From an optimization exercise on the open Yosys and OpenROAD flow, aimed at small area; shortcuts taken in it are not production practice. Function was checked by simulation only, so behaviour that the tests miss may differ from the original.

==> flow/design.v (outline; a module is shown in full before it is edited, if it fits) <==
// module delta_mod: 56 lines
// module aer_input2: 22 lines
// module aer_hidden_busy: 24 lines
// module lif_hidden_L1: 434 lines
// module lif_hidden_L2: 418 lines
// module lif_hidden_L3: 418 lines
// module mac_step: 1095 lines
// module popcount8: 38 lines
// module rca: 19 lines
// module lif_decay: 9 lines
// module lif_addsat: 21 lines
// module lif_spike_ge: 14 lines
// module lif_sat: 11 lines
// module lpf_unit: 27 lines
// module output_decoder: 83 lines
// module snn_top: 295 lines
module snn_top #(
    parameter int ECG_WIDTH          = 11,   
    parameter int DM_STEP_SIZE       = 4,    
    parameter int NUM_HIDDEN_LAYERS  = 4,
    parameter int NEURONS_PER_LAYER  = 8,
    parameter int NEURON_WIDTH       = 16,   
    parameter int NEURON_FRAC_WIDTH  = 8,    
    parameter int CURRENT_WIDTH      = 16,
    parameter int CURRENT_FRAC_WIDTH = 1,
    parameter int WEIGHT_WIDTH       = 8,
    parameter int NUM_TIMESTEPS      = 10,   
    parameter logic signed [31:0] MATCH_THRESHOLD = 32'h0001_0000
)(
    input  logic                                        clk,
    input  logic                                        rst_n,
    input  logic [ECG_WIDTH-1:0]                        ecg_in,
    input  logic                                        inference_start,
    output logic                                        inference_done,
    output logic                                        match,
    output logic [1:0]                                  dm_spike_raster,  
    output logic [NUM_HIDDEN_LAYERS*NEURONS_PER_LAYER-1:0] spike_raster,
    output logic signed [31:0]                          prediction,
    input  logic                                        weight_en,
    input  logic [$clog2(NEURONS_PER_LAYER)-1:0]        weight_addr,
    input  logic signed [NEURON_WIDTH-1:0]              weight_data
);
  // ...
==> flow/flow/run.sh <==
#!/bin/bash
# Layout: the standard flow (standard.sh), with these changes:
#  - after the standard synthesis, flow/polarity.py chooses the polarity of
#    each full-adder cell so that fewer inverters are needed between adders,
#    then flow/reabc.sh re-maps the other combinational logic with ABC
#    (combinational cells only; every register is left as synthesized);
#  - the input and output port buffers are the smallest buffer cell (buf_1)
#    rather than the delay buffer the flow picks by default;
#  - clock tree synthesis runs without dummy loads (CTS_ARGS repeats the
#    flow's CTS settings from config.mk and adds -dont_use_dummy_load).
# Each step writes its full output to its own log file in this folder.
set -euo pipefail
export BUFFER_PORTS_ARGS="-buffer_cell sky130_fd_sc_hd__buf_1"
export CTS_ARGS="-sink_clustering_enable -repair_clock_nets -sink_clustering_size 16 -sink_clustering_max_diameter 70 -buf_list sky130_fd_sc_hd__clkbuf_8 -dont_use_dummy_load"
R=orfs/results/sky130hd/snn_top/base
bash standard.sh synth > standard_synth.log 2>&1
cp "$R/1_2_yosys.v" 1_2_yosys.standard.v
python3 flow/polarity.py 1_2_yosys.standard.v 1_2_yosys.polarity.v --remap > polarity.log 2>&1
bash flow/reabc.sh 1_2_yosys.polarity.v "$R/1_2_yosys.v" > reabc.log 2>&1
touch "$R/1_2_yosys.v"
bash standard.sh > standard_flow.log 2>&1
==> flow/flow/polarity.py <==
#!/usr/bin/env python3
"""Polarity optimisation of full-adder cells in a mapped sky130 netlist.

A full adder is self-dual: FA(~a, ~b, ~c) = (~sum, ~cout). Synthesis leaves
many inverters between adder cells; choosing, for each full adder, whether it
works on true or complemented signals lets most of them go. Every inverter
(except those driving output ports) is removed, each adder is given a
polarity, and one inverter is added for each signal whose other polarity is
still needed. Only combinational cells change; flip-flops keep their cells,
names and connections' logic values.

usage: polarity.py in.v out.v [--remap]
"""
import re
import sys

OUT_PINS = {"X", "Y", "Q", "Q_N", "SUM", "COUT", "HI", "LO"}


def is_inv(t):
    return re.match(r"sky130_fd_sc_hd__(inv|clkinv)_\d+$", t) is not None


def is_fa(t):
    return re.match(r"sky130_fd_sc_hd__fa_\d+$", t) is not None


def is_const(n):
    return re.match(r"^1'[bh][01]$", n) is not None


def const_not(n):
    return "1'b1" if n.endswith("0") else "1'b0"


def main():
    src = open(sys.argv[1]).read()
    m = re.search(r"^(module\s.*?;\n)(.*?)(^endmodule)", src, re.S | re.M)
    head, body = m.group(1), m.group(2)
    cell_re = re.compile(r"^  (sky130_fd_sc_hd__\w+)\s+(\S+)\s*\((.*?)\);\n", re.S | re.M)
    decls = []
    cells = []
    pos = 0
    for cm in cell_re.finditer(body):
        pre = body[pos:cm.start()]
        decls.append(pre)
        pins = [(p, n.strip()) for p, n in re.findall(r"\.(\w+)\(([^()]*)\)", cm.group(3))]
        cells.append([cm.group(1), cm.group(2), pins])
        pos = cm.end()
    tail = body[pos:]
    decl_text = "".join(decls) + tail
    assert "assign" not in decl_text, "assign statements not supported"

    outputs = set()
    for om in re.finditer(r"^\s*output\s+(\[(\d+):(\d+)\]\s+)?(\S+);", head + decl_text, re.M):
        name = om.group(4)
        if om.group(1):
            hi, lo = int(om.group(2)), int(om.group(3))
            for i in range(min(hi, lo), max(hi, lo) + 1):
                outputs.add(f"{name}[{i}]")
        else:
            outputs.add(name)

    driver = {}
    for ci, (t, name, pins) in enumerate(cells):
        for p, n in pins:
            if p in OUT_PINS and n:
                driver[n] = (ci, p)

    # inverters kept as ordinary cells: those driving output ports
    removable = set()
    for ci, (t, name, pins) in enumerate(cells):
        if is_inv(t):
            y = dict(pins)["Y"]
            if y not in outputs:
                removable.add(ci)

    memo = {}

    def root(n):
        if is_const(n):
            return (n, 0)
        if n in memo:
            return memo[n]
        d = driver.get(n)
        if d is not None and d[0] in removable:
            a = dict(cells[d[0]][2])["A"]
            r, p = root(a)
            res = (r, p ^ 1)
        else:
            res = (n, 0)
        memo[n] = res
        return res

    fa_ids = [ci for ci, c in enumerate(cells) if is_fa(c[0])]
    flip = {ci: 0 for ci in fa_ids}
    # FAs driving output ports keep their polarity
    fixed = set()
    for ci in fa_ids:
        for p, n in cells[ci][2]:
            if p in OUT_PINS and n in outputs:
                fixed.add(ci)

    # demand counts: dem[r] = [count true, count complement]
    dem = {}
    uses = []   # (ci, pin index, root, pol)
    for ci, (t, name, pins) in enumerate(cells):
        if ci in removable:
            continue
        for k, (p, n) in enumerate(pins):
            if p in OUT_PINS or not n:
                continue
            r, pol = root(n)
            uses.append((ci, k, r, pol))
    for n in outputs:
        pass  # output port nets are driven directly (never renamed)

    fa_in = {ci: [] for ci in fa_ids}
    for (ci, k, r, pol) in uses:
        if ci in flip:
            fa_in[ci].append((r, pol))
    fa_dem = {}
    for (ci, k, r, pol) in uses:
        eff = pol ^ flip.get(ci, 0)
        dem.setdefault(r, [0, 0])[eff] += 1
        fa_dem.setdefault(r, [0, 0])
        if ci in flip:
            fa_dem[r][eff] += 1

    def natural(r):
        d = driver.get(r)
        if d is not None and d[0] in flip:
            return flip[d[0]]
        return 0

    remap = "--remap" in sys.argv

    def boxed(r):
        # driven by a cell the re-mapping keeps (or an input port)
        d = driver.get(r)
        if d is None:
            return True
        t = cells[d[0]][0]
        return is_fa(t) or re.match(r"sky130_fd_sc_hd__(df|edf|sdf|dl|conb)", t) is not None

    def cost(r):
        if is_const(r):
            return 0
        dd = dem.get(r, [0, 0])
        if remap:
            if not boxed(r):
                return 0
            dd = fa_dem.get(r, [0, 0])
        return 1 if dd[natural(r) ^ 1] > 0 else 0

    fa_out = {}
    for ci in fa_ids:
        fa_out[ci] = [n for p, n in cells[ci][2] if p in OUT_PINS and n]

    def delta(ci):
        ins = fa_in[ci]
        outs = fa_out[ci]
        touched = set(r for r, _ in ins) | set(outs)
        before = sum(cost(r) for r in touched)
        f = flip[ci]
        for r, pol in ins:
            dem[r][pol ^ f] -= 1
            dem[r][pol ^ f ^ 1] += 1
            fa_dem[r][pol ^ f] -= 1
            fa_dem[r][pol ^ f ^ 1] += 1
        flip[ci] ^= 1
        after = sum(cost(r) for r in touched)
        # undo
        flip[ci] ^= 1
        for r, pol in ins:
            dem[r][pol ^ f ^ 1] -= 1
            dem[r][pol ^ f] += 1
            fa_dem[r][pol ^ f ^ 1] -= 1
            fa_dem[r][pol ^ f] += 1
        return after - before

    def do_flip(ci):
        f = flip[ci]
        for r, pol in fa_in[ci]:
            dem[r][pol ^ f] -= 1
            dem[r][pol ^ f ^ 1] += 1
            fa_dem[r][pol ^ f] -= 1
            fa_dem[r][pol ^ f ^ 1] += 1
        flip[ci] ^= 1

    roots = set(dem) | set(n for ci in fa_ids for n in fa_out[ci])
    start = sum(cost(r) for r in roots)
    improved = True
    passes = 0
    while improved and passes < 50:
        improved = False
        passes += 1
        for ci in fa_ids:
            if ci in fixed:
                continue
            if delta(ci) < 0:
                do_flip(ci)
                improved = True
    # then a deterministic annealing search, keeping the best assignment
    import math
    import random
    rng = random.Random(1)
    cur = sum(cost(r) for r in roots)
    best = cur
    best_flip = dict(flip)
    free = [ci for ci in fa_ids if ci not in fixed]
    steps = 40 * len(free)
    for it in range(steps):
        temp = 1.0 * (1 - it / steps) + 0.02
        ci = free[rng.randrange(len(free))]
        dlt = delta(ci)
        if dlt <= 0 or rng.random() < math.exp(-dlt / temp):
            do_flip(ci)
            cur += dlt
            if cur < best:
                best = cur
                best_flip = dict(flip)
    for ci in fa_ids:
        if flip[ci] != best_flip[ci]:
            do_flip(ci)
    improved = True
    while improved:
        improved = False
        for ci in free:
            if delta(ci) < 0:
                do_flip(ci)
                improved = True
    end = sum(cost(r) for r in roots)
    print(f"polarity: {len(removable)} inverters before, {end} after "
          f"({sum(flip.values())} of {len(fa_ids)} adders flipped; {start} without flips)",
          file=sys.stderr)

    # ---- rebuild
    new_wires = []
    new_cells = []
    comp_net = {}   # root -> complement net name
    true_net = {}   # root -> true net name
    cnt = [0]

    def fresh():
        cnt[0] += 1
        w = f"_pol{cnt[0]}_"
        new_wires.append(w)
        return w

    for r in roots:
        if is_const(r):
            true_net[r] = r
            comp_net[r] = const_not(r)
            continue
        dd = dem.get(r, [0, 0])
        if natural(r) == 0:
            true_net[r] = r
            if dd[1] > 0:
                c = fresh()
                comp_net[r] = c
                new_cells.append((r, c))
        else:
            c = fresh()
            comp_net[r] = c
            if dd[0] > 0:
                true_net[r] = r
                new_cells.append((c, r))

    # rewire
    for (ci, k, r, pol) in uses:
        eff = pol ^ flip.get(ci, 0)
        if r not in true_net:   # root with no flip involvement (not in roots)
            true_net[r] = r
        if eff == 0:
            net = true_net[r]
        else:
            if r not in comp_net:
                if is_const(r):
                    comp_net[r] = const_not(r)
                else:
                    c = fresh()
                    comp_net[r] = c
                    new_cells.append((r, c))
            net = comp_net[r]
        p, _ = cells[ci][2][k]
        cells[ci][2][k] = (p, net)
    for ci in fa_ids:
        if flip[ci]:
            pins = cells[ci][2]
            for k, (p, n) in enumerate(pins):
                if p in OUT_PINS and n:
                    pins[k] = (p, comp_net[n])

    # adders with an unused output: a half adder whose sum is unused is an
    # AND gate, a full adder whose sum is unused is a majority gate, a half
    # adder whose carry is unused is an XOR gate
    loads = {}
    for ci, (t, name, pins) in enumerate(cells):
        if ci in removable:
            continue
        for p, n in pins:
            if p not in OUT_PINS and n:
                loads[n] = loads.get(n, 0) + 1
    for a, y in new_cells:
        loads[a] = loads.get(a, 0) + 1

    def unused(n):
        return (not n) or (loads.get(n, 0) == 0 and n not in outputs)

    nrep = 0
    for ci, c in enumerate(cells):
        t, name, pins = c
        pd = dict(pins)
        if re.match(r"sky130_fd_sc_hd__ha_\d+$", t):
            if unused(pd.get("SUM")) and not unused(pd.get("COUT")):
                c[0] = "sky130_fd_sc_hd__and2_1"
                c[2] = [("A", pd["A"]), ("B", pd["B"]), ("X", pd["COUT"])]
                nrep += 1
            elif unused(pd.get("COUT")) and not unused(pd.get("SUM")):
                c[0] = "sky130_fd_sc_hd__xor2_1"
                c[2] = [("A", pd["A"]), ("B", pd["B"]), ("X", pd["SUM"])]
                nrep += 1
        elif is_fa(t):
            if unused(pd.get("SUM")) and not unused(pd.get("COUT")):
                c[0] = "sky130_fd_sc_hd__maj3_1"
                c[2] = [("A", pd["A"]), ("B", pd["B"]), ("C", pd["CIN"]), ("X", pd["COUT"])]
                nrep += 1
    print(f"polarity: {nrep} adders with an unused output replaced by smaller gates", file=sys.stderr)

    def v(n):
        return n + " " if n.startswith("\\") else n

    out = [head]
    out.append(decl_text.rstrip("\n") + "\n" if decl_text.strip() else "")
    for w in new_wires:
        out.append(f"  wire {w};\n")
    for ci, (t, name, pins) in enumerate(cells):
        if ci in removable:
            continue
        pl = ",\n".join(f"    .{p}({v(n)})" for p, n in pins)
        out.append(f"  {t} {name} (\n{pl}\n  );\n")
    for i, (a, y) in enumerate(new_cells):
        out.append(f"  sky130_fd_sc_hd__inv_1 _polinv{i}_ (\n    .A({v(a)}),\n    .Y({v(y)})\n  );\n")
    out.append("endmodule\n")
    open(sys.argv[2], "w").write(src[:m.start()] + "".join(out) + src[m.end():])


main()
==> flow/flow/reabc.sh <==
#!/bin/bash
# reabc.sh IN.v OUT.v : re-map the netlist's plain combinational logic with
# ABC (as ORFS's synthesis does, same script, liberty and don't-use cells),
# keeping every flip-flop, tie cell and full-adder cell as it is (half
# adders are re-mapped with the logic around them).
# Run after polarity.py, so that ABC can fold the inverters that pass added
# into the surrounding logic.
set -euo pipefail
IN=$1
OUT=$2
P=$FLOW_HOME/platforms/sky130hd
LIB=$P/lib/sky130_fd_sc_hd__tt_025C_1v80.lib
YOSYS=${YOSYS_EXE:-$FLOW_HOME/../tools/install/yosys/bin/yosys}
DONT_USE=""
for c in $(sed -n '/^export DONT_USE_CELLS/,/^$/p' $P/config.mk | tr -d '\\' | tr ' ' '\n' | grep '^sky130_'); do
  DONT_USE="$DONT_USE -dont_use $c"
done
cat > reabc.ys <<EOT
read_liberty -ignore_miss_func $LIB
read_verilog $IN
hierarchy -top snn_top
setattr -mod -set keep_hierarchy 1 sky130_fd_sc_hd__fa_* sky130_fd_sc_hd__df* sky130_fd_sc_hd__edf* sky130_fd_sc_hd__conb_1
flatten
opt -purge
abc -script $FLOW_HOME/scripts/abc_speed.script -liberty $LIB $DONT_USE -D 14000
setundef -zero
splitnets
opt_clean -purge
hilomap -singleton -hicell sky130_fd_sc_hd__conb_1 HI -locell sky130_fd_sc_hd__conb_1 LO
insbuf -buf sky130_fd_sc_hd__buf_1 A X
opt_clean -purge
select snn_top
write_verilog -noattr -noexpr -nohex -nodec -selected $OUT
EOT
$YOSYS -s reabc.ys
==> flow/standard.sh <==
#!/bin/bash
# synth_recipe.tcl (not shown) runs the flow's synth.tcl, then flattens the netlist and writes it again
# the make line also repeats each setting of config.mk as NAME=value (left out here)
make -C /OpenROAD-flow-scripts/flow DESIGN_CONFIG=/design/flow/config.mk WORK_HOME=/design/flow/orfs CLKGATE_MAP_FILE= SYNTH_SCRIPT=/design/flow/synth_recipe.tcl "${@:-finish}"
==> flow/config.mk <==
export PLATFORM = sky130hd
export DESIGN_NAME = snn_top
export DESIGN_NICKNAME = snn_top
export VERILOG_FILES = /design/flow/design.v
export SDC_FILE = /design/flow/constraint.sdc
export NUM_CORES = 4
export LEC_CHECK = 0
export CAP_MARGIN = 10
export CORE_MARGIN = 2
export CORE_UTILIZATION = 65
export CTS_BUF_LIST = sky130_fd_sc_hd__clkbuf_8
export CTS_CLUSTER_DIAMETER = 70
export CTS_CLUSTER_SIZE = 16
export PLACE_DENSITY = 0.75
export SLEW_MARGIN = 10
==> flow/constraint.sdc <==
create_clock -name core_clock -period 14.0 [get_ports {clk}]
set_input_delay 2.8000 -clock core_clock [delete_from_list [all_inputs] [get_ports {clk}]]
set_output_delay 2.8000 -clock core_clock [all_outputs]
set_load 0.01 [all_outputs]
==> flow_summary.yaml, run 1 <==
global_route:
  grt_util_all_layers: 0.303
  grt_pass1_wl_um: 167000
  grt_use_met2: 0.508
  grt_pass1_vias: 30000
drt:
  dr.first_iter.drc_count: 2494
  wl_um: 105000
worst_setup_path:
  reg2reg_depth: 34
  crit_buf_inv: 0
  timing.rr.start: "ph[1]$_DFF_PN0_"
sta:
  finalCritPeriodShare: 0.944
  setup-tns-final_ps: 0
  rsz0062_at_grt: "false"
  final.setup_skew_ps: 95.7
finish:
  sh_seq_area: 0.463
  final_cell_mix: "dfxtp_1, fa_1, nor2_1, nand2_1, dfrtp_1"
  clockBufferCount: 75
  syn_to_final_growth_pct: 5.67
floorplan:
  die-area_um2: 72200
  start_util: 0.653
hold_path:
  hp-class: "reg -> reg"
yosys:
  avgSynthCellArea_um2: 12.4
status:
  status: "timing/DRC/antenna clean"
==> run 2, diff against run 1 <==
--- a/flow/flow/run.sh
+++ b/flow/flow/run.sh
@@ -13,3 +13,3 @@
 export BUFFER_PORTS_ARGS="-buffer_cell sky130_fd_sc_hd__buf_1"
-export CTS_ARGS="-sink_clustering_enable -repair_clock_nets -sink_clustering_size 16 -sink_clustering_max_diameter 70 -buf_list sky130_fd_sc_hd__clkbuf_8 -dont_use_dummy_load"
+export CTS_ARGS="-sink_clustering_enable -repair_clock_nets -sink_clustering_size 18 -sink_clustering_max_diameter 60 -buf_list sky130_fd_sc_hd__clkbuf_8 -dont_use_dummy_load"
 R=orfs/results/sky130hd/snn_top/base
--- a/flow/config.mk
+++ b/flow/config.mk
@@ -11,4 +11,4 @@
 export CTS_BUF_LIST = sky130_fd_sc_hd__clkbuf_8
-export CTS_CLUSTER_DIAMETER = 70
-export CTS_CLUSTER_SIZE = 16
+export CTS_CLUSTER_DIAMETER = 60
+export CTS_CLUSTER_SIZE = 18
 export PLACE_DENSITY = 0.75
==> run 2 against run 1 <==
Against the previous run: non-clock buffer count up 4; sequential share of layout area up 0.053 points; critical path type unchanged; largest cell class unchanged; highest routed layer is now met4.
==> flow_summary.yaml, run 2 <==
status:
  status: "timing/DRC/antenna clean"
sta:
  final.setup_skew_ps: 75.1
  finalCritPeriodShare: 0.940
  setup-tns-final_ps: 0
  slew_headroom: 0.205
  fmax_ghz: 0.0760
  hold_viol: 0
  worst_hold_slack_ps: 258
  worst_slew_pin_slew_ps: 1190
  finalCriticalPeriod_ps: 13150
  setup_violations: 0
  finalMaxSlewViolations: 0
  rsz0062_at_grt: "false"
place:
  globalplace.congestion: 0.953
  dpl_cell_area_um2: 47100
  dpl.hpwl_um: 72000
  portBuffers: 101
finish:
  layout_commonest_cell: "dfxtp_1"
  drive_gt1_frac: 0.0701
  fin_area_um2: 48000
  nets: 4362
  syn_to_final_growth_pct: 5.53
  regMostFlops: "ring"
  final_cell_mix: "dfxtp_1, fa_1, nor2_1, nand2_1, dfrtp_1"
  largest_reg_flops: 512
  reg.largest.list: "ring x512, u_output_decoder.weights x128, u_output_decoder.bank.lpf_inst.y x120"
  fillers: 5037
cts:
  clkTransAtPathRegs_ps: 100
  cts_buffer_depth: 3
  cts_sinks: 969
  cts_hold_buffers: 0
  root_buffer: "clkbuf_8"
  clock_latency_ps: 710
  htree_levels: 3
  cts_tree: "yes"
  post_cts_buffers: 0
  post_cts_resized: 0
  cts_buffers: 72
global_route:
  grt_max_degree: 150
  grt_pass1_wl_um: 160000
  grt_util_all_layers: 0.289
  overflow: 0
  antenna_found_initial: 1
  grt_pass1_vias: 28400
drt:
  routedWlPerCell_um: 21.3
  vias_per_cell: 5.91
  wl_um: 100000
  dr.first_iter.drc_count: 2725
  drc: 0
  postRouteAntennaNets: 0
  vias: 27900
  drt_pre_antenna_iters: 6
floorplan:
  chipHeight_um: 269
  fp.dieW_um: 269
  die-area_um2: 72200
  placementRows: 97
  core-area_um2: 69700
  start_util: 0.654
  ios: 102
worst_setup_path:
  crit_slowest_cell: "dfrtp_2"
  crit_path_start_kind: "register"
  crit_fanout: 43
  cp-startpoint: "ph[1]$_DFF_PN0_"
  end_kind: "register"
  reg2reg_depth: 36
  r2r-end: "l0_cand[6][1]$_DFFE_PP_"
  required_ps: 14530
  slowest_delay_ps: 890
  critPathKind: "reg -> reg"
  timing.rr.start: "ph[1]$_DFF_PN0_"
  path_common_cell: "fa_1"
  arrival_ps: 13680
  ff2ff_setup_slack_ps: 850
job:
  cap_violations: 0
yosys:
  synthCells: 3687
  ys_warn_count: 51
  synth_area_um2: 45500
  avgSynthCellArea_um2: 12.3
hold_path:
  whs_endpoint: "ring[3][8]$_DFF_P_"
  hold_start: "ring[4][8]$_DFF_P_"
  hp-class: "reg -> reg"
  hold_depth: 0
[run 2: layer usage]
layer / track usage / up-vias / part of all wire
met3: 0.0711 / 186 / 0.10
met2: 0.417 / 1260 / 0.43
li1: - / 12400 / -
met1: 0.444 / 14000 / 0.44
met4: 0.0766 / 0 / 0.022
met5: 0 / - / 0
[run 2: worst max-delay path by stage]
stage	slack [ps]	to
2_1_floorplan	980	l0_cand[0][1]$_DFFE_PP_
3_3_place_gp	1110	l0_cand[3][1]$_DFFE_PP_
6_report	850	l0_cand[6][1]$_DFFE_PP_
4_1_cts	930	l0_cand[6][1]$_DFFE_PP_
5_1_grt	270	l0_cand[6][1]$_DFFE_PP_
3_5_place_dp	970	l0_cand[0][1]$_DFFE_PP_
[run 2: area by class of cell]
type                    count  area, um^2  share of cell area
repair buffers            167         891              0.0185
inverters                 102         383             0.00797
multi-input cells        2468       22300               0.464
well taps                 940        1180              0.0245
flip-flops and latches    969       22300               0.464
clock buffers              72         991              0.0206
diodes                      1        2.50           0.0000521
[run 2: metrics by stage]
step | util | setup slack [ps] | std cells
after CTS | 0.690 | 931 | 4718
after detailed placement | 0.675 | 968 | 4646
final | 0.690 | 847 | 4719
after global routing | 0.690 | 268 | 4719
after floorplan | - | 981 | 3688
after global placement | 0.675 | 1110 | 4646
[run 2: worst max-delay path: cells and delay by family, from the launching register on]
kind / cells / cell delay [ps]
AOI/OAI and AO/OA: 7 / 1600
buffers and inverters: 1 / 220
adders and majority gates: 21 / 8890
DFF: 1 / 890
and+or+nand+nor: 7 / 1370
==> module delta_mod, before the edit <==
module delta_mod #(
    parameter DATA_WIDTH = 11,
    parameter STEP_SIZE = 4,
    parameter MAX_VAL = 2047,
    parameter MIN_VAL = 0
)(
    input  logic clk,
    input  logic rst_n,
    input  logic [DATA_WIDTH-1:0] ecg_in,
    output logic [1:0] dm_spike_out,          
    output logic [DATA_WIDTH-1:0] signal
);
    logic init;
    logic last_cycle_spiked;
    logic [11:0] diff;    
    logic unused0;
    rca #(.W(12)) u_diff (
        .a({1'b0, ecg_in}), .b(~{1'b0, signal}), .cin(1'b1), .s(diff), .cout(unused0)
    );
    logic lt4, up, down;
    assign lt4  = ~|signal[10:2];
    assign up   = !diff[11] && ((|diff[10:3]) || (diff[2] && (diff[1] || diff[0])));
    assign down = lt4 || (diff[11] && (!(&diff[10:3]) || !diff[2]));
    logic [8:0] step_hi;
    logic unused1;
    rca #(.W(9)) u_step (
        .a(signal[10:2]), .b({9{~up}}), .cin(up), .s(step_hi), .cout(unused1)
    );
    logic [10:0] next_up, next_down;
    assign next_up   = (&signal[10:2]) ? 11'h7ff : {step_hi, signal[1:0]};
    assign next_down = lt4 ? 11'h000 : {step_hi, signal[1:0]};
    always_ff @(posedge clk or negedge rst_n) begin
        if (!rst_n) begin
            signal <= '0;
            dm_spike_out <= 2'b00;
            init <= 1'b0;
            last_cycle_spiked <= 1'b0;
        end else begin
            dm_spike_out <= 2'b00;
            if (!init) begin
                signal <= ecg_in;
                init <= 1'b1;
            end else if (last_cycle_spiked) begin
                last_cycle_spiked <= 1'b0;
            end else if (up) begin
                dm_spike_out[0] <= 1'b1;
                last_cycle_spiked <= 1'b1;
                signal <= next_up;
            end else if (down) begin
                dm_spike_out[1] <= 1'b1;
                last_cycle_spiked <= 1'b1;
                signal <= next_down;
            end
        end
    end
endmodule
==> module aer_hidden_busy, before the edit <==
module aer_hidden_busy (
    input  logic        clk,
    input  logic        rst_n,
    input  logic        step_rst,
    input  logic [23:0] spike_vec,    
    output logic        busy
);
    logic [3:0] served;    
    always_ff @(posedge clk or negedge rst_n) begin
        if (!rst_n)
            served <= '0;
        else if (step_rst)
            served <= '0;
        else if (!served[3])
            served <= served + 4'd1;
    end
    logic [3:0] cnt [3];
    generate
        for (genvar l = 0; l < 3; l++) begin : pc
            popcount8 u_pc (.v(spike_vec[8*l +: 8]), .n(cnt[l]));
        end
    endgenerate
    assign busy = (cnt[0] > served) | (cnt[1] > served) | (cnt[2] > served);
endmodule
==> module snn_top, before the edit <==
module snn_top #(
    parameter int ECG_WIDTH          = 11,   
    parameter int DM_STEP_SIZE       = 4,    
    parameter int NUM_HIDDEN_LAYERS  = 4,
    parameter int NEURONS_PER_LAYER  = 8,
    parameter int NEURON_WIDTH       = 16,   
    parameter int NEURON_FRAC_WIDTH  = 8,    
    parameter int CURRENT_WIDTH      = 16,
    parameter int CURRENT_FRAC_WIDTH = 1,
    parameter int WEIGHT_WIDTH       = 8,
    parameter int NUM_TIMESTEPS      = 10,   
    parameter logic signed [31:0] MATCH_THRESHOLD = 32'h0001_0000
)(
    input  logic                                        clk,
    input  logic                                        rst_n,
    input  logic [ECG_WIDTH-1:0]                        ecg_in,
    input  logic                                        inference_start,
    output logic                                        inference_done,
    output logic                                        match,
    output logic [1:0]                                  dm_spike_raster,  
    output logic [NUM_HIDDEN_LAYERS*NEURONS_PER_LAYER-1:0] spike_raster,
    output logic signed [31:0]                          prediction,
    input  logic                                        weight_en,
    input  logic [$clog2(NEURONS_PER_LAYER)-1:0]        weight_addr,
    input  logic signed [NEURON_WIDTH-1:0]              weight_data
);
    localparam logic [127:0] INPUT_WEIGHTS_FLAT = {
        8'sd86,  -8'sd128,  
        -8'sd16,  8'sd112,  
        8'sd104,  8'sd70,   
        8'sd112, -8'sd88,   
        -8'sd86,  8'sd92,   
        8'sd80,   8'sd98,   
        8'sd74,   8'sd120,  
        -8'sd94,  8'sd96    
    };
    localparam logic [511:0] L1_WEIGHTS = {
        -8'sd32,  8'sd56,  8'sd96, -8'sd24,  8'sd48,  8'sd40,  8'sd64,  8'sd16,   
         8'sd20,  8'sd110, 8'sd18,  8'sd80,  8'sd56,  8'sd84,  8'sd102, 8'sd52,   
         8'sd80,  8'sd40, -8'sd88,  8'sd48,  8'sd32,  8'sd104, 8'sd16,  8'sd56,   
         8'sd16,  8'sd64,  8'sd24,  8'sd40,  8'sd88,  8'sd8,   8'sd48,  8'sd72,   
         8'sd64,  8'sd8,   8'sd32,  8'sd112, -8'sd80, 8'sd40,  8'sd56,  8'sd24,   
         8'sd48,  8'sd24,  8'sd72,  8'sd16,  8'sd64,  8'sd96,  8'sd32,  8'sd48,   
         8'sd8,   8'sd88,  8'sd56,  8'sd24,  8'sd40,  8'sd16,  8'sd80,  8'sd64,   
         8'sd48,  8'sd16,  8'sd32,  8'sd72,  8'sd8,   8'sd56, -8'sd24,  8'sd40    
    };
    localparam logic [511:0] L2_WEIGHTS = {
        -8'sd56,  8'sd64,  8'sd88, -8'sd16,  8'sd24,  8'sd48,  8'sd40,  8'sd32,   
         8'sd104, -8'sd72, 8'sd40,  8'sd24,  8'sd32,  8'sd16,  8'sd64,  8'sd56,   
         8'sd16,  8'sd32,  8'sd24,  8'sd88, -8'sd56, 8'sd64,  8'sd48,  8'sd8,    
         8'sd24,  8'sd56,  8'sd40,  8'sd48,  8'sd72,  8'sd32,  8'sd16,  8'sd80,   
         8'sd64,  8'sd8,  -8'sd80,  8'sd56,  8'sd24,  8'sd96,  8'sd32,  8'sd48,   
         8'sd72,  8'sd16,  8'sd64,  8'sd8,   8'sd40,  8'sd88,  8'sd56,  8'sd24,   
         8'sd24,  8'sd80,  8'sd48,  8'sd32,  8'sd64,  8'sd8,   8'sd72,  8'sd40,   
         8'sd40,  8'sd8,   8'sd24,  8'sd56,  8'sd16,  8'sd48, -8'sd32,  8'sd64    
    };
    localparam logic [511:0] L3_WEIGHTS = {
        -8'sd16,  8'sd40,  8'sd80, -8'sd56,  8'sd64,  8'sd24,  8'sd8,   8'sd48,   
         8'sd72, -8'sd88,  8'sd8,   8'sd64,  8'sd48,  8'sd32,  8'sd56,  8'sd16,   
         8'sd88,  8'sd24, -8'sd16,  8'sd48,  8'sd72,  8'sd40,  8'sd32,  8'sd64,   
         8'sd64,  8'sd40,  8'sd8,   8'sd32,  8'sd80,  8'sd48,  8'sd24,  8'sd56,   
         8'sd32,  8'sd56,  8'sd96,  8'sd24, -8'sd40, 8'sd72,  8'sd48,  8'sd16,   
         8'sd24,  8'sd8,   8'sd40,  8'sd64,  8'sd16,  8'sd56,  8'sd80,  8'sd32,   
         8'sd48,  8'sd96,  8'sd56,  8'sd40,  8'sd8,   8'sd64,  8'sd24,  8'sd72,   
         8'sd8,   8'sd32,  8'sd48,  8'sd16,  8'sd56,  8'sd24, -8'sd40,  8'sd88    
    };
    localparam logic [1535:0] HIDDEN_WEIGHTS_FLAT = {L3_WEIGHTS, L2_WEIGHTS, L1_WEIGHTS};
    localparam int NEURON_ADDR_WIDTH = $clog2(NEURONS_PER_LAYER);
    typedef enum logic [2:0] {
        S_IDLE, S_SAMPLE, S_PROCESS, S_UPDATE, S_OUTPUT, S_DONE
    } fsm_state_t;
    fsm_state_t state, state_next;
    logic [$clog2(NUM_TIMESTEPS)-1:0] timestep, timestep_next;
    logic neuron_en, timestep_rst, output_start;
    logic output_done, output_done_seen;
    logic all_aer_done;
    logic [1:0]           dm_spikes;
    logic [ECG_WIDTH-1:0] dm_reconstructed;
    delta_mod #(
        .DATA_WIDTH(ECG_WIDTH),
        .STEP_SIZE(DM_STEP_SIZE),
        .MAX_VAL((1 << ECG_WIDTH) - 1),
        .MIN_VAL(0)
    ) u_delta_mod (
        .clk        (clk),
        .rst_n      (rst_n),
        .ecg_in     (ecg_in),
        .dm_spike_out(dm_spikes),
        .signal     (dm_reconstructed)
    );
    assign dm_spike_raster = dm_spikes;
    logic [1:0] in_serviced;
    logic       in_busy, hid_busy;
    aer_input2 u_input_aer (
        .clk(clk), .rst_n(rst_n), .step_rst(timestep_rst),
        .spike_vec(dm_spikes), .serviced(in_serviced), .busy(in_busy)
    );
    logic [31:0] spk;    
    assign spike_raster = spk;
    aer_hidden_busy u_hidden_aer (
        .clk(clk), .rst_n(rst_n), .step_rst(timestep_rst),
        .spike_vec(spk[23:0]), .busy(hid_busy)
    );
    assign all_aer_done = !in_busy && !hid_busy;
    logic [2:0] ph;
    logic [3:0] ucnt;      
    logic       zmode;     
    logic       pass;
    assign pass = !ucnt[3];
    always_ff @(posedge clk or negedge rst_n) begin
        if (!rst_n) begin
            ph    <= '0;
            ucnt  <= '0;
            zmode <= 1'b1;
        end else begin
            ph <= ph + 3'd1;
            if (neuron_en)
                ucnt <= '0;
            else if (pass)
                ucnt <= ucnt + 4'd1;
            if (ucnt == 4'd7)
                zmode <= 1'b0;
        end
    end
    logic signed [15:0] ring [NUM_HIDDEN_LAYERS][NEURONS_PER_LAYER];
    logic signed [15:0] head [NUM_HIDDEN_LAYERS];
    logic signed [15:0] upd  [NUM_HIDDEN_LAYERS];
    generate
        for (genvar L = 0; L < NUM_HIDDEN_LAYERS; L++) begin : gen_ring
            assign head[L] = ring[L][0];
            always_ff @(posedge clk) begin
                for (int i = 0; i < NEURONS_PER_LAYER-1; i++)
                    ring[L][i] <= ring[L][i+1];
                ring[L][NEURONS_PER_LAYER-1] <= !pass ? ring[L][0] :
                                                zmode ? 16'sd0 : upd[L];
            end
        end
    endgenerate
    logic [1:0] s_lat;      
    always_ff @(posedge clk or negedge rst_n) begin
        if (!rst_n)
            s_lat <= '0;
        else if (neuron_en)
            s_lat <= in_serviced;
    end
    logic signed [10:0] itab [4][NEURONS_PER_LAYER];
    logic [7:0]         qtab [4][NEURONS_PER_LAYER];
    generate
        for (genvar n = 0; n < NEURONS_PER_LAYER; n++) begin : gen_l0_tab
            localparam int W0 = $signed(INPUT_WEIGHTS_FLAT[16*n +: 8]);
            localparam int W1 = $signed(INPUT_WEIGHTS_FLAT[16*n + 8 +: 8]);
            assign itab[0][n] = 11'sd0;
            assign itab[1][n] = 11'(W0);
            assign itab[2][n] = 11'(W1);
            assign itab[3][n] = 11'(W0 + W1);
            for (genvar c = 0; c < 4; c++) begin : gen_q
                localparam int IC = (c == 0) ? 0 : (c == 1) ? W0 : (c == 2) ? W1 : W0 + W1;
                assign qtab[c][n] = (IC > 0) ? 8'(255 - IC) : 8'd255;
            end
        end
    endgenerate
    logic signed [15:0] l0_v;
    logic l0_unused_spike;
    lif_addsat #(.I_WIDTH(11)) u_l0_add (
        .d(head[0]), .cur(itab[s_lat][ph]), .v_next(l0_v), .spike(l0_unused_spike)
    );
    lif_decay u_l0_decay (.v(l0_v), .d(upd[0]));
    logic [3:0] l0_test;
    logic [3:0] l0_cand [NEURONS_PER_LAYER];
    assign l0_test[0] = 1'b0;
    generate
        for (genvar c = 1; c < 4; c++) begin : gen_l0_test
            lif_spike_ge u_test (.d(upd[0]), .q_hi(qtab[c][ph]), .spike(l0_test[c]));
        end
        for (genvar n = 0; n < NEURONS_PER_LAYER; n++) begin : gen_l0_cand
            localparam int W0 = $signed(INPUT_WEIGHTS_FLAT[16*n +: 8]);
            localparam int W1 = $signed(INPUT_WEIGHTS_FLAT[16*n + 8 +: 8]);
            assign l0_cand[n][0] = 1'b0;
            for (genvar c = 1; c < 4; c++) begin : gen_c
                localparam int IC = (c == 1) ? W0 : (c == 2) ? W1 : W0 + W1;
                if (IC > 0) begin : g_reg
                    always_ff @(posedge clk) begin
                        if (pass && ph == 3'(n))
                            l0_cand[n][c] <= l0_test[c] & ~zmode;
                    end
                end else begin : g_zero
                    assign l0_cand[n][c] = 1'b0;
                end
            end
        end
    endgenerate
    logic [NEURONS_PER_LAYER-1:0] hid_next [1:NUM_HIDDEN_LAYERS-1];
    logic [18:0] hid_p [1:NUM_HIDDEN_LAYERS-1];
    lif_hidden_L1 u_lif1 (.v(head[1]), .sel(ph), .spikes(spk[7:0]),   .p(hid_p[1]));
    lif_hidden_L2 u_lif2 (.v(head[2]), .sel(ph), .spikes(spk[15:8]),  .p(hid_p[2]));
    lif_hidden_L3 u_lif3 (.v(head[3]), .sel(ph), .spikes(spk[23:16]), .p(hid_p[3]));
    generate
        for (genvar L = 1; L < NUM_HIDDEN_LAYERS; L++) begin : gen_hidden
            logic sp;
            lif_sat u_sat (.p(hid_p[L]), .v_next(upd[L]), .spike(sp));
            always_ff @(posedge clk) begin
                if (pass)
                    hid_next[L][ph] <= sp & ~zmode;
            end
        end
    endgenerate
    always_ff @(posedge clk or negedge rst_n) begin
        if (!rst_n)
            spk <= '0;
        else if (neuron_en) begin
            for (int n = 0; n < NEURONS_PER_LAYER; n++)
                spk[n] <= l0_cand[n][in_serviced];
            spk[31:8] <= {hid_next[3], hid_next[2], hid_next[1]};
        end
    end
    logic [7:0] spk_old;
    always_ff @(posedge clk or negedge rst_n) begin
        if (!rst_n)
            spk_old <= '0;
        else if (neuron_en)
            spk_old <= spk[31:24];
    end
    logic [7:0] lpf_spike;
    always_comb begin
        for (int k = 0; k < 8; k++)
            lpf_spike[k] = (ucnt > 4'(k)) ? spk[24+k] : spk_old[k];
    end
    output_decoder #(
        .THRESHOLD(MATCH_THRESHOLD)
    ) u_output_decoder (
        .clk        (clk),
        .rst_n      (rst_n),
        .lpf_spike  (lpf_spike),
        .weight_en  (weight_en),
        .weight_addr(weight_addr),
        .weight_data(weight_data),
        .start      (output_start),
        .done       (output_done),
        .prediction (prediction),
        .match      (match)
    );
    always_comb begin
        state_next     = state;
        timestep_next  = timestep;
        neuron_en      = 1'b0;
        timestep_rst   = 1'b0;
        output_start   = 1'b0;
        inference_done = 1'b0;
        case (state)
            S_IDLE:
                if (inference_start) begin
                    timestep_next = '0;
                    state_next    = S_SAMPLE;
                end
            S_SAMPLE: begin
                timestep_rst = 1'b1;
                output_start = 1'b1;
                state_next   = S_PROCESS;
            end
            S_PROCESS:
                if (all_aer_done && (output_done || output_done_seen)) state_next = S_UPDATE;
            S_UPDATE: begin
                neuron_en     = 1'b1;
                timestep_next = timestep + 1;
                if (timestep + 1 >= NUM_TIMESTEPS)
                    state_next = S_OUTPUT;
                else
                    state_next = S_SAMPLE;
            end
            S_OUTPUT: begin
                output_start = 1'b1;
                if (output_done) state_next = S_DONE;
            end
            S_DONE: begin
                inference_done = 1'b1;
                state_next     = S_IDLE;
            end
            default: state_next = S_IDLE;
        endcase
    end
    always_ff @(posedge clk or negedge rst_n) begin
        if (!rst_n) begin
            state    <= S_IDLE;
            timestep <= '0;
            output_done_seen <= 1'b0;
        end else begin
            state    <= state_next;
            timestep <= timestep_next;
            if (state == S_SAMPLE)
                output_done_seen <= 1'b0;
            else if (state == S_PROCESS && output_done)
                output_done_seen <= 1'b1;
        end
    end
endmodule
==> run 3, diff against run 2 <==
--- a/flow/design.v
+++ b/flow/design.v
@@ -31,5 +31,12 @@
     assign next_down = lt4 ? 11'h000 : {step_hi, signal[1:0]};
+    always_ff @(posedge clk) begin
+        if (!init)
+            signal <= ecg_in;
+        else if (!last_cycle_spiked && up)
+            signal <= next_up;
+        else if (!last_cycle_spiked && down)
+            signal <= next_down;
+    end
     always_ff @(posedge clk or negedge rst_n) begin
         if (!rst_n) begin
-            signal <= '0;
             dm_spike_out <= 2'b00;
@@ -40,3 +47,2 @@
             if (!init) begin
-                signal <= ecg_in;
                 init <= 1'b1;
@@ -47,3 +53,2 @@
                 last_cycle_spiked <= 1'b1;
-                signal <= next_up;
             end else if (down) begin
@@ -51,3 +56,2 @@
                 last_cycle_spiked <= 1'b1;
-                signal <= next_down;
             end
@@ -86,6 +90,4 @@
     logic [3:0] served;    
-    always_ff @(posedge clk or negedge rst_n) begin
-        if (!rst_n)
-            served <= '0;
-        else if (step_rst)
+    always_ff @(posedge clk) begin
+        if (step_rst)
             served <= '0;
@@ -2828,6 +2830,4 @@
     logic [1:0] s_lat;      
-    always_ff @(posedge clk or negedge rst_n) begin
-        if (!rst_n)
-            s_lat <= '0;
-        else if (neuron_en)
+    always_ff @(posedge clk) begin
+        if (neuron_en)
             s_lat <= in_serviced;
@@ -2969,2 +2969,4 @@
     end
+    always_ff @(posedge clk)
+        timestep <= timestep_next;
     always_ff @(posedge clk or negedge rst_n) begin
@@ -2972,3 +2974,2 @@
             state    <= S_IDLE;
-            timestep <= '0;
             output_done_seen <= 1'b0;
@@ -2976,3 +2977,2 @@
             state    <= state_next;
-            timestep <= timestep_next;
             if (state == S_SAMPLE)
--- a/flow/flow/run.sh
+++ b/flow/flow/run.sh
@@ -13,3 +13,3 @@
 export BUFFER_PORTS_ARGS="-buffer_cell sky130_fd_sc_hd__buf_1"
-export CTS_ARGS="-sink_clustering_enable -repair_clock_nets -sink_clustering_size 18 -sink_clustering_max_diameter 60 -buf_list sky130_fd_sc_hd__clkbuf_8 -dont_use_dummy_load"
+export CTS_ARGS="-sink_clustering_enable -repair_clock_nets -sink_clustering_size 17 -sink_clustering_max_diameter 70 -buf_list sky130_fd_sc_hd__clkbuf_8 -dont_use_dummy_load"
 R=orfs/results/sky130hd/snn_top/base
--- a/flow/config.mk
+++ b/flow/config.mk
@@ -11,4 +11,4 @@
 export CTS_BUF_LIST = sky130_fd_sc_hd__clkbuf_8
-export CTS_CLUSTER_DIAMETER = 60
-export CTS_CLUSTER_SIZE = 18
+export CTS_CLUSTER_DIAMETER = 70
+export CTS_CLUSTER_SIZE = 17
 export PLACE_DENSITY = 0.75
==> run 3 against run 2 <==
Against the previous run: die area shrank 0.64%; utilization grew 0.47 points; sequential share of layout area grew 0.47 points; wire length grew 4.2%; critical path depth grew 1; still clean on timing, DRC and antenna; flip-flop and latch count is the same; worst hold slack gained 46 ps; maximum frequency grew 2.1%; register-to-register slack gained 270 ps; setup slack gained 270 ps; cell count shrank 0.78%.
==> flow_summary.yaml, run 3 <==
drt:
  wl_um: 105000
  vias: 28100
  drc: 0
  routedWlPerCell_um: 22.3
  vias_per_cell: 6.00
  dr.first_iter.drc_count: 2551
  drt_pre_antenna_iters: 7
  postRouteAntennaNets: 0
place:
  dpl.hpwl_um: 76200
  portBuffers: 101
  globalplace.congestion: 0.935
  pre_cts_ws_ps: 1210
sta:
  setup-tns-final_ps: 0
  fmax_ghz: 0.0776
  finalCriticalPeriod_ps: 12880
  hold_viol: 0
  finalCritPeriodShare: 0.920
  worst_slew_pin_slew_ps: 1150
  finalMaxSlewViolations: 0
  slew_headroom: 0.235
  final.setup_skew_ps: 81.6
  setup_violations: 0
  rsz0062_at_grt: "false"
  fin_ws_ps: 1120
cts:
  clkTransAtPathRegs_ps: 100
  cts_buffers: 70
  post_cts_buffers: 0
  clock_latency_ps: 720
  post_cts_resized: 0
  root_buffer: "clkbuf_8"
  cts_tree: "yes"
  cts_sinks: 969
  cts_buffer_depth: 3
  cts_hold_buffers: 0
  htree_levels: 3
finish:
  nets: 4331
  drive_gt1_frac: 0.0699
  syn_to_final_growth_pct: 5.47
  multi_input_area_um2: 21900
  regMostFlops: "ring"
  layout_commonest_cell: "dfxtp_1"
  final_cell_mix: "dfxtp_1, fa_1, nor2_1, nand2_1, dfrtp_1"
  fillers: 4930
  reg.largest.list: "ring x512, u_output_decoder.weights x128, u_output_decoder.bank.lpf_inst.y x120"
  register_area_um2: 22400
  largest_reg_flops: 512
yosys:
  synthCells: 3661
  synth_area_um2: 45200
  avgSynthCellArea_um2: 12.4
  ys_warn_count: 51
worst_setup_path:
  critPathKind: "reg -> reg"
  required_ps: 14410
  crit_fanout: 35
  arrival_ps: 13290
  end_kind: "register"
  crit_path_start_kind: "register"
  slowest_delay_ps: 780
  path_common_cell: "fa_1"
  crit_slowest_cell: "dfrtp_2"
global_route:
  overflow: 0
  antenna_found_initial: 4
  grt_pass1_wl_um: 165000
  grt_max_degree: 78
  grt_use_met2: 0.466
  grtUsageMet1: 0.443
  grt_busiest_layer: "met2"
  use_met3: 0.0666
  grt_util_all_layers: 0.303
  grt_pass1_vias: 29400
floorplan:
  die-area_um2: 71700
  chipHeight_um: 268
  placementRows: 96
  ios: 102
  core-area_um2: 68700
  start_util: 0.658
  fp.dieW_um: 268
job:
  cap_violations: 0
status:
  status: "timing/DRC/antenna clean"
hold_path:
  hp-class: "reg -> reg"
==> run 3: final cells by class <==
cell class	instances	share of cell area
diodes	4	0.000210
clock buffers	70	0.0202
inverters	117	0.00921
multi-input cells	2427	0.459
flip-flops and latches	969	0.469
well taps	931	0.0244
repair buffers	164	0.0181
==> run 3: per-stage QoR <==
step / cell area (um^2) / hold WS, ps / util / cells
6_report: 47700 / 304 / 0.694 / 4682
5_1_grt: 47700 / 302 / 0.694 / 4681
4_1_cts: 47700 / 308 / 0.694 / 4677
3_5_place_dp: 46700 / 312 / 0.680 / 4607
3_3_place_gp: 46700 / 310 / 0.680 / 4607
2_1_floorplan: 45200 / 310 / - / 3662
==> run 3: layer usage <==
layer,routed length (um),up-vias
met5,0,-
met1,45000,14400
met3,8790,210
li1,-,12300
met2,48000,1230
met4,2730,0
==> run 3: path summary, 6_finish.rpt <==
path                                          start                                           to  slack [ps]  depth (start not counted)
min in group asynchronous                     rst_n  u_output_decoder.prediction[26]$_DFFE_PN0P_        2060                          1
worst min register to register  ring[6][12]$_DFF_P_                          ring[5][12]$_DFF_P_         300                          0
worst min-delay path            ring[6][12]$_DFF_P_                          ring[5][12]$_DFF_P_         300                          0
max in group asynchronous                     rst_n             u_output_decoder.dc[1]$_DFF_PN0_        9030                          4
worst max register to register      ph[2]$_DFF_PN0_                      l0_cand[0][3]$_DFFE_PP_        1120                         37
worst max-delay path                ph[2]$_DFF_PN0_                      l0_cand[0][3]$_DFFE_PP_        1120                         37
==> run 3: worst max-delay path: cells and delay by family, from the launching register on <==
family / cells / cell delay, ps
fa+ha+maj: 22 / 7910
compound gates: 7 / 2340
simple gates: 6 / 1410
flops: 1 / 780
buf+inv: 2 / 160
==> run 4, diff against run 3 <==
--- a/flow/flow/run.sh
+++ b/flow/flow/run.sh
@@ -13,3 +13,3 @@
 export BUFFER_PORTS_ARGS="-buffer_cell sky130_fd_sc_hd__buf_1"
-export CTS_ARGS="-sink_clustering_enable -repair_clock_nets -sink_clustering_size 17 -sink_clustering_max_diameter 70 -buf_list sky130_fd_sc_hd__clkbuf_8 -dont_use_dummy_load"
+export CTS_ARGS="-sink_clustering_enable -repair_clock_nets -sink_clustering_size 16 -sink_clustering_max_diameter 70 -buf_list sky130_fd_sc_hd__clkbuf_8 -dont_use_dummy_load"
 R=orfs/results/sky130hd/snn_top/base
--- a/flow/config.mk
+++ b/flow/config.mk
@@ -12,3 +12,3 @@
 export CTS_CLUSTER_DIAMETER = 70
-export CTS_CLUSTER_SIZE = 17
+export CTS_CLUSTER_SIZE = 16
 export PLACE_DENSITY = 0.75
==> run 4 against run 3 <==
Against the previous run: synthesized area decreased by 0.18%; global-route usage decreased by 0.16 points; die area decreased by 0.18%; wire length decreased by 0.68%; critical path type unchanged; largest cell class unchanged.
==> flow_summary.yaml, run 4 <==
floorplan:
  chipHeight_um: 268
  core-area_um2: 68700
  die-area_um2: 71600
  placementRows: 96
  fp.dieW_um: 268
  start_util: 0.657
  ios: 102
global_route:
  grt_max_degree: 83
  antenna_found_initial: 4
  grt_util_all_layers: 0.301
  grt_pass1_wl_um: 164000
  overflow: 0
  grt_pass1_vias: 29400
cts:
  cts_buffer_depth: 3
  cts_tree: "yes"
  cts_hold_buffers: 0
  cts_buffers: 74
  root_buffer: "clkbuf_8"
  post_cts_resized: 0
  clock_latency_ps: 700
  htree_levels: 3
  clkTransAtPathRegs_ps: 100
  post_cts_buffers: 0
  cts_sinks: 969
worst_setup_path:
  crit_slowest_cell: "dfrtp_2"
  critPathKind: "reg -> reg"
  reg2reg_depth: 36
  r2r-end: "l0_cand[7][2]$_DFFE_PP_"
  crit_path_start_kind: "register"
  ff2ff_setup_slack_ps: 2040
  crit_fanout: 41
  arrival_ps: 12440
  slowest_delay_ps: 790
  timing.rr.start: "ph[0]$_DFF_PN0_"
  path_common_cell: "fa_1"
  required_ps: 14480
  end_kind: "register"
finish:
  drive_gt1_frac: 0.0682
  nets: 4323
  layout_commonest_cell: "dfxtp_1"
  largest_reg_flops: 512
  regMostFlops: "ring"
  final_cell_mix: "dfxtp_1, fa_1, nor2_1, nand2_1, dfrtp_1"
  finalCoreUtilization: 0.694
  fillers: 4976
  reg.largest.list: "ring x512, u_output_decoder.weights x128, u_output_decoder.bank.lpf_inst.y x120"
  syn_to_final_growth_pct: 5.57
job:
  cap_violations: 0
place:
  globalplace.congestion: 0.923
  dpl.hpwl_um: 75800
  portBuffers: 101
status:
  status: "timing/DRC/antenna clean"
sta:
  slew_headroom: 0.232
  finalMaxSlewViolations: 0
  setup_violations: 0
  rsz0062_at_grt: "false"
  worst_slew_pin_slew_ps: 1150
  setup-tns-final_ps: 0
  hold_viol: 0
  finalCriticalPeriod_ps: 11960
  finalCritPeriodShare: 0.855
  fmax_ghz: 0.0836
  final.setup_skew_ps: 67.6
drt:
  routedWlPerCell_um: 22.2
  drc: 0
  vias_per_cell: 6.02
  vias: 28100
  postRouteAntennaNets: 0
  dr.first_iter.drc_count: 2591
  drt_pre_antenna_iters: 6
  wl_um: 104000
yosys:
  synthCells: 3649
  ys_warn_count: 51
  avgSynthCellArea_um2: 12.4
  synth_area_um2: 45200
hold_path:
  hold_start: "ring[25][14]$_DFF_P_"
  hold_depth: 0
  whs_endpoint: "ring[24][14]$_DFF_P_"
  hp-class: "reg -> reg"
run 4: per-stage QoR:
step / cell area, um^2 / std cells / hold WS (ps) / setup WS, ps
6_report: 47700 / 4672 / 295 / 2040
5_1_grt: 47700 / 4671 / 296 / 1390
4_1_cts: 47700 / 4670 / 295 / 2150
3_5_place_dp: 46600 / 4596 / 312 / 2150
3_3_place_gp: 46600 / 4596 / 310 / 2470
2_1_floorplan: 45200 / 3650 / 310 / 2470
run 4: worst max path at each step:
stage                                from                 endpoint  slack (ps)  cells past startpoint
final                     ph[0]$_DFF_PN0_  l0_cand[7][2]$_DFFE_PP_        2040                     36
after global routing      ph[0]$_DFF_PN0_  l0_cand[4][2]$_DFFE_PP_        1390                     36
after CTS                 ph[0]$_DFF_PN0_  l0_cand[4][2]$_DFFE_PP_        2150                     36
after detailed placement  ph[0]$_DFF_PN0_  l0_cand[7][2]$_DFFE_PP_        2150                     36
after global placement    ph[0]$_DFF_PN0_  l0_cand[2][2]$_DFFE_PP_        2470                     36
after floorplan           ph[0]$_DFF_PN0_  l0_cand[0][1]$_DFFE_PP_        2470                     39
run 4: final cells by class:
cell class	count	area (um^2)	share of cell area
Sequential cell	969	22400	0.469
Multi-Input combinational cell	2408	21800	0.457
Tap cell	931	1160	0.0244
Clock buffer	74	1020	0.0214
Timing Repair Buffer	166	871	0.0183
Inverter	122	458	0.00961
Antenna cell	2	5.00	0.000105
run 4: critical path, delay by kind of cell, from the launching register on:
family	cells	cell delay, ps
and+or+nand+nor	3	640
adders and majority gates	21	7350
DFF	1	790
AOI/OAI and AO/OA	10	2800
buffers and inverters	2	200
run 4: routing by layer:
layer / global-route usage / share of wire / vias to the layer above
met5: 0 / 0.00020 / -
met4: 0.0814 / 0.022 / 4
met3: 0.0663 / 0.097 / 176
met2: 0.454 / 0.45 / 1334
met1: 0.449 / 0.43 / 14300
li1: - / - / 12300
==> run 5, diff against run 4 <==
==> flow/flow/abc_remap.script (new file) <==
&get -n
&st
&dch
&nf
&st
&syn2
&if -g -K 6
&synch2
&nf
&st
&syn2
&if -g -K 6
&synch2
&nf
&st
&syn2
&if -g -K 6
&synch2
&nf
&st
&syn2
&if -g -K 6
&synch2
&nf
&st
&syn2
&if -g -K 6
&synch2
&nf
&put
topo
stime -c
dnsize -c
--- a/flow/flow/reabc.sh
+++ b/flow/flow/reabc.sh
@@ -2,3 +2,5 @@
 # reabc.sh IN.v OUT.v : re-map the netlist's plain combinational logic with
-# ABC (as ORFS's synthesis does, same script, liberty and don't-use cells),
+# ABC (ORFS's speed script without its buffering and upsizing, which the
+# layout's own timing repair does where needed; same liberty and
+# don't-use cells),
 # keeping every flip-flop, tie cell and full-adder cell as it is (half
@@ -24,3 +26,3 @@
 opt -purge
-abc -script $FLOW_HOME/scripts/abc_speed.script -liberty $LIB $DONT_USE -D 14000
+abc -script $(pwd)/flow/abc_remap.script -liberty $LIB $DONT_USE -D 14000
 setundef -zero
==> run 5 against run 4 <==
Against the previous run: critical path depth down 1; worst hold slack got worse by 15 ps; die area decreased by 0.66%; wire length up 0.30%; count of clock-buffer cells in the layout did not move; largest cell class unchanged; utilization increased by 0.27 points; still clean; non-clock buffer count did not move; critical endpoint unchanged; highest routed layer unchanged; flip-flop and latch count is the same; sequential share of layout area about the same; synthesized area shrank 0.67%.
==> flow_summary.yaml, run 5 <==
yosys:
  synthCells: 3588
  ys_warn_count: 51
  synth_area_um2: 44800
  avgSynthCellArea_um2: 12.5
sta:
  slew_headroom: 0.211
  setup_violations: 0
  fin_ws_ps: 873
  finalCriticalPeriod_ps: 13130
  fmax_ghz: 0.0762
  finalCritPeriodShare: 0.938
  final.setup_skew_ps: 75.7
  worst_slew_pin_slew_ps: 1170
  finalMaxSlewViolations: 0
  setup-tns-final_ps: 0
  rsz0062_at_grt: "false"
  hold_viol: 0
finish:
  multi_input_area_um2: 21900
  layout_commonest_cell: "dfxtp_1"
  fillers: 4930
  reg.largest.list: "ring x512, u_output_decoder.weights x128, u_output_decoder.bank.lpf_inst.y x120"
  largest_reg_flops: 512
  final_cell_mix: "dfxtp_1, fa_1, nor2_1, nand2_1, dfrtp_1"
  drive_gt1_frac: 0.0534
  regMostFlops: "ring"
  fin_area_um2: 47700
  register_area_um2: 22400
  syn_to_final_growth_pct: 6.32
  finalCoreUtilization: 0.696
  nets: 4347
worst_setup_path:
  end_kind: "register"
  crit_slowest_cell: "nor4b_1"
  crit_path_start_kind: "register"
  critPathKind: "reg -> reg"
  arrival_ps: 13530
  crit_fanout: 25
  ff2ff_setup_slack_ps: 870
  path_common_cell: "fa_1"
  required_ps: 14400
  slowest_delay_ps: 870
cts:
  clkTransAtPathRegs_ps: 90
  post_cts_buffers: 0
  clock_latency_ps: 710
  htree_levels: 3
  cts_tree: "yes"
  post_cts_resized: 0
  root_buffer: "clkbuf_8"
  cts_buffer_depth: 3
  cts_buffers: 74
  cts_hold_buffers: 0
  cts_sinks: 969
place:
  dpl_cell_area_um2: 46600
  portBuffers: 101
  globalplace.congestion: 0.928
  dpl.hpwl_um: 75500
  pre_cts_ws_ps: 969
floorplan:
  fp.dieW_um: 267
  die-area_um2: 71100
  chipHeight_um: 267
  ios: 102
  placementRows: 96
  core-area_um2: 68500
  start_util: 0.655
drt:
  postRouteAntennaNets: 0
  dr.first_iter.drc_count: 2651
  wl_um: 104000
  drc: 0
  drt_pre_antenna_iters: 7
  vias_per_cell: 6.04
  vias: 28100
  routedWlPerCell_um: 22.4
status:
  status: "timing/DRC/antenna clean"
global_route:
  grt_pass1_wl_um: 165000
  grt_max_degree: 73
  antenna_found_initial: 2
  grt_util_all_layers: 0.306
  overflow: 0
  grt_pass1_vias: 29600
job:
  cap_violations: 0
hold_path:
  hp-class: "reg -> reg"
==> run 5: cell types whose count changed in the layout (fill, tap and decap cells not counted), sizes merged, moves of 5 or more <==
cell / change
nand3b: +7
nor3: +5
nor2: +10
nand4: -5
a21oi: +9
o22ai: -5
o21ai: +6
clkinv: +117
and2: -8
nand2: +7
inv: -120
==> run 5: final cells by class <==
| type | instances | share of cell area |
|---|---|---|
| sequential | 969 | 0.469 |
| multi-input combinational | 2435 | 0.459 |
| tap | 882 | 0.0231 |
| clock buffer | 74 | 0.0214 |
| timing repair buffer | 166 | 0.0184 |
| inverter | 119 | 0.00937 |
| antenna | 1 | 0.0000525 |
==> run 5: worst paths after layout <==
check,start,end,cells past startpoint
max reg2reg,ph[1]$_DFF_PN0_,l0_cand[7][2]$_DFFE_PP_,35
min reg2reg,ring[25][13]$_DFF_P_,ring[24][13]$_DFF_P_,0
min in group asynchronous,rst_n,u_output_decoder.prediction[9]$_DFFE_PN0P_,1
min,ring[25][13]$_DFF_P_,ring[24][13]$_DFF_P_,0
max,ph[1]$_DFF_PN0_,l0_cand[7][2]$_DFFE_PP_,35
max in group asynchronous,rst_n,ph[1]$_DFF_PN0_,3
==> run 5: metrics by stage <==
stage | hold slack [ps] | cells
after floorplan | 310 | 3589
after global placement | 310 | 4570
after detailed placement | 312 | 4570
after CTS | 280 | 4644
after global routing | 279 | 4646
final | 280 | 4646
==> run 5: critical path: cells and delay by family (launching register included) <==
family                     cells  cell delay (ps)
buffers and inverters          2              670
DFF                            1              660
and+or+nand+nor                5             1670
AOI/OAI and AO/OA              6             1760
adders and majority gates     22             8140
==> run 5: per-layer routing <==
| metal | wire (um) | global-route usage | up-vias | part of all wire |
|---|---|---|---|---|
| met5 | 11 | 0 | - | 0.00011 |
| met4 | 2780 | 0.0905 | 2 | 0.027 |
| met3 | 8880 | 0.0623 | 240 | 0.085 |
| met2 | 47300 | 0.464 | 1178 | 0.45 |
| met1 | 45200 | 0.452 | 14300 | 0.43 |
| li1 | - | - | 12300 | - |

==> static timing again, ports no longer ideal <==
How much do the figures lean on ideal ports? The routed layouts below were timed once more, with nothing changed but the port constraints.
Step 1: set_driving_cell puts a clkbuf_16 on clk and a buf_2 on each other input, an assumption about the parent block.
Step 2 times the ports against the registers' clock, not the clock port: input delays grow and output delays shrink by t, the midpoint of the rising clock arrivals with the driver on.
a / b / c = ideal / step 1 / step 2; a / b = the first two.
run | shift t [ns] | setup slack, ns | worst register clock-pin slew, ns | cell pins on the clock port's net
run 1 | 0.717 | 0.789 / 0.789 / 0.789 | 0.11 / 0.11 | 1
run 2 | 0.732 | 0.847 / 0.847 / 0.847 | 0.11 / 0.11 | 1
run 3 | 0.739 | 1.118 / 1.118 / 1.118 | 0.11 / 0.11 | 1
run 4 | 0.725 | 2.037 / 2.037 / 2.037 | 0.11 / 0.11 | 1
run 5 | 0.734 | 0.873 / 0.873 / 0.873 | 0.11 / 0.11 | 1
After both steps every run listed still meets setup and hold.
